This design comes from an exercise in tuning for small area on the open sky130 flow, not from production work.
Function was checked by simulation only, so behaviour that the tests miss may differ from the original.

JK:
// pe_unit
module pe_unit (
    input   logic           clk,
    input   logic           rst,
    input   logic           valid_i,
    input   logic [3:0]     ctrl_i,
    input   logic           mode_i,
    input   poly_arith_pkg::coeff_t         op_a0_i,
    input   poly_arith_pkg::coeff_t         op_a1_i,
    input   poly_arith_pkg::coeff_t         op_a2_i,
    input   poly_arith_pkg::coeff_t         op_a3_i,
    input   poly_arith_pkg::coeff_t         op_b0_i,
    input   poly_arith_pkg::coeff_t         op_b1_i,
    input   poly_arith_pkg::coeff_t         op_b2_i,
    input   poly_arith_pkg::coeff_t         op_b3_i,
    output  poly_arith_pkg::coeff_t         z0_o,
    output  poly_arith_pkg::coeff_t         z1_o,
    output  poly_arith_pkg::coeff_t         z2_o,
    output  poly_arith_pkg::coeff_t         z3_o,
    output  logic           valid_o
);
    logic m_as, m_comp, m_intt, m_ntt, m_cwm;
    assign m_as   = ~ctrl_i[3] & ~ctrl_i[2];                
    assign m_comp =  ctrl_i[2] & ~ctrl_i[1];                
    assign m_intt =  ctrl_i[2] &  ctrl_i[1];                
    assign m_ntt  =  ctrl_i[3] & ~ctrl_i[2] &  ctrl_i[1];   
    assign m_cwm  =  ctrl_i[3] & ~ctrl_i[2] & ~ctrl_i[1];   
    logic r_as, r_comp, r_intt, r_ntt, r_cwm, r_intt4, r_lat4;
    always_ff @(posedge clk) begin
        r_as    <= m_as;
        r_comp  <= m_comp;
        r_intt  <= m_intt;
        r_ntt   <= m_ntt;
        r_cwm   <= m_cwm;
        r_intt4 <= m_intt & ~mode_i;                 
        r_lat4  <= (m_ntt | m_intt) & mode_i;        
    end
    logic [8:1] v;
    always_ff @(posedge clk) begin
        if (rst) begin
            v <= '0;
  ...
Settings: LEC_CHECK=0, CAP_MARGIN=20, CORE_MARGIN=2, CORE_UTILIZATION=25, PLACE_DENSITY=0.38, SLEW_MARGIN=20; clock period 9.5 ns.
run.sh (not shown) runs the stock make flow with config.mk's settings and CLKGATE_MAP_FILE= SYNTH_SCRIPT=/design/flow/synth_recipe.tcl, a recipe that flattens the netlist after the stock synthesis.
The inputs of MS differ from those of JK as listed below.
Settings: swapping 0.38 for 0.65 in PLACE_DENSITY; putting GPL_TIMING_DRIVEN at 0 where nothing was set; swapping 25 for 45 in CORE_UTILIZATION.
Findings:
- MS completed; timing, DRC and antenna clean
- Comparing JK and MS, the higher post-placement setup slack is on JK.
- MS ended up with ctrl_i[2] as its critical path launch point; JK ended up with p[36]$_DFF_P_.
- For number of nets in the layout, MS and JK come out practically identical.
- Diff JK -> MS: total routed wirelength roughly the same, non-clock buffer count has remained practically unchanged.
- Lower required time reported for the critical path endpoint goes to MS over JK.

========
Starting RTL as in the previous note.
export LEC_CHECK = 0
export CAP_MARGIN = 20
export CORE_MARGIN = 2
export CORE_UTILIZATION = 45
export PLACE_DENSITY = 0.65
export SLEW_MARGIN = 20
create_clock -name core_clock -period 9.5 [get_ports {clk}]
standard.sh (not shown) runs the stock make flow with config.mk's settings and CLKGATE_MAP_FILE= SYNTH_SCRIPT=/design/flow/synth_recipe.tcl, a recipe that flattens the netlist after the stock synthesis.
==> flow/flow/run.sh <==
#!/bin/bash
# Standard layout, with one netlist clean-up between synthesis and floorplan:
# flow/fixinv.py removes the inverters that synthesis leaves between full-adder
# cells (a full adder is self-dual, so a cell can take complemented inputs and
# give complemented outputs). Registers, ports and all other cells are kept.
set -euo pipefail
R=orfs/results/${FLOW_PLATFORM}/pe_unit/base
bash standard.sh synth > synth.log 2>&1
cp "$R/1_2_yosys.v" "$R/1_2_yosys.orig.v"
python3 flow/fixinv.py "$R/1_2_yosys.orig.v" "$R/1_2_yosys.v" > fixinv.log 2>&1
rm -f "$R/1_synth.odb" "$R/1_synth.sdc"
bash standard.sh finish > finish.log 2>&1
Other scripts of this flow, unchanged in this note and not shown: flow/flow/fixinv.py
Then changed:
--- a/flow/flow/run.sh
+++ b/flow/flow/run.sh
@@ -5,0 +6,2 @@
+# The port buffers that placement inserts are buf_1 cells (the standard flow
+# picks a larger cell for them); each port still gets its own buffer.
@@ -12 +14 @@
-bash standard.sh finish > finish.log 2>&1
+bash standard.sh finish "BUFFER_PORTS_ARGS=-buffer_cell sky130_fd_sc_hd__buf_1" > finish.log 2>&1
- CAP_MARGIN: 20 -> 5
- CTS_BUF_LIST: default -> sky130_fd_sc_hd__clkbuf_4 sky130_fd_sc_hd__clkbuf_8
- SLEW_MARGIN: 20 -> 5
Effect:
- The new run passed the timing, DRC and antenna checks
- cell count increases slightly
- synthesized area is unchanged
- die area is unchanged
- setup slack degrades by 0.16 ns
- wire length decreases slightly
Then changed:
- CAP_MARGIN: 5 -> 20
- CORE_UTILIZATION: 45 -> 60
- PLACE_DENSITY: 0.65 -> 0.75
- SLEW_MARGIN: 5 -> 20
Result: Wire length is lower by 4.0%. Die area is lower by 25%. Global-route usage is higher by 9.0 points. Count of clock-buffer cells in the layout is lower by 13. Clock skew is higher by 0.038 ns. Synthesized area does not change. Cell area is lower by 1.5%. Via count is higher by 1.2%.
Then changed:
--- a/flow/flow/run.sh
+++ b/flow/flow/run.sh
@@ -6,2 +5,0 @@
-# The port buffers that placement inserts are buf_1 cells (the standard flow
-# picks a larger cell for them); each port still gets its own buffer.
@@ -14 +12 @@
-bash standard.sh finish "BUFFER_PORTS_ARGS=-buffer_cell sky130_fd_sc_hd__buf_1" > finish.log 2>&1
+bash standard.sh finish > finish.log 2>&1
- CORE_UTILIZATION: 60 -> 45
- CTS_BUF_LIST: sky130_fd_sc_hd__clkbuf_4 sky130_fd_sc_hd__clkbuf_8 -> sky130_fd_sc_hd__clkbuf_8
- PLACE_DENSITY: 0.75 -> 0.65
What happened: The new run finished with timing, DRC and antenna clean; wire length is higher by about 5.5%; global-route usage shrinks by 8.6 points; final area is higher by about 2.6%; worst hold slack degrades by 0.038 ns; sequential share of layout area decreases by 0.55 points; via count goes down by about 2%; setup slack improves by 0.039 ns; final cell count rose by about 5.6%.

## re-timing with driven ports
No port has a modelled driver above. Below, the same layouts with a new extraction and two added sets of constraints.
Step 1 sets driving cells, clkbuf_16 on the clock port and buf_2 on the other inputs (assumed; they add their load-dependent delay and slew).
Step 2 also shifts input and output timing later by t, the mid clock arrival at the registers, as if the neighbouring blocks saw the same clock.
Three values: ideal, step 1, step 2; two values: the first two.
run | t, ns | setup WS [ns] | worst setup path after step 2 | cell pins on the clock port's net
JK | 0.786 | 0.480 / 0.480 / 0.480 | register to register | 1
MS | 0.735 | 0.236 / 0.243 / -0.446 | input to register | 1
the first run of note 2 | 0.717 | 0.440 / 0.440 / 0.440 | register to register | 1
the second run of note 2 | 0.861 | 0.281 / 0.281 / 0.281 | register to register | 1
the third run of note 2 | 0.855 | 0.357 / 0.357 / 0.357 | register to register | 1
the fourth run of note 2 | 0.852 | 0.397 / 0.397 / 0.397 | register to register | 1
With both steps, setup timing fails in MS, where it was met with ideal ports. The setup slack of MS, which loses most, moves by +0.007 ns with the drivers and by -0.682 ns with both steps.
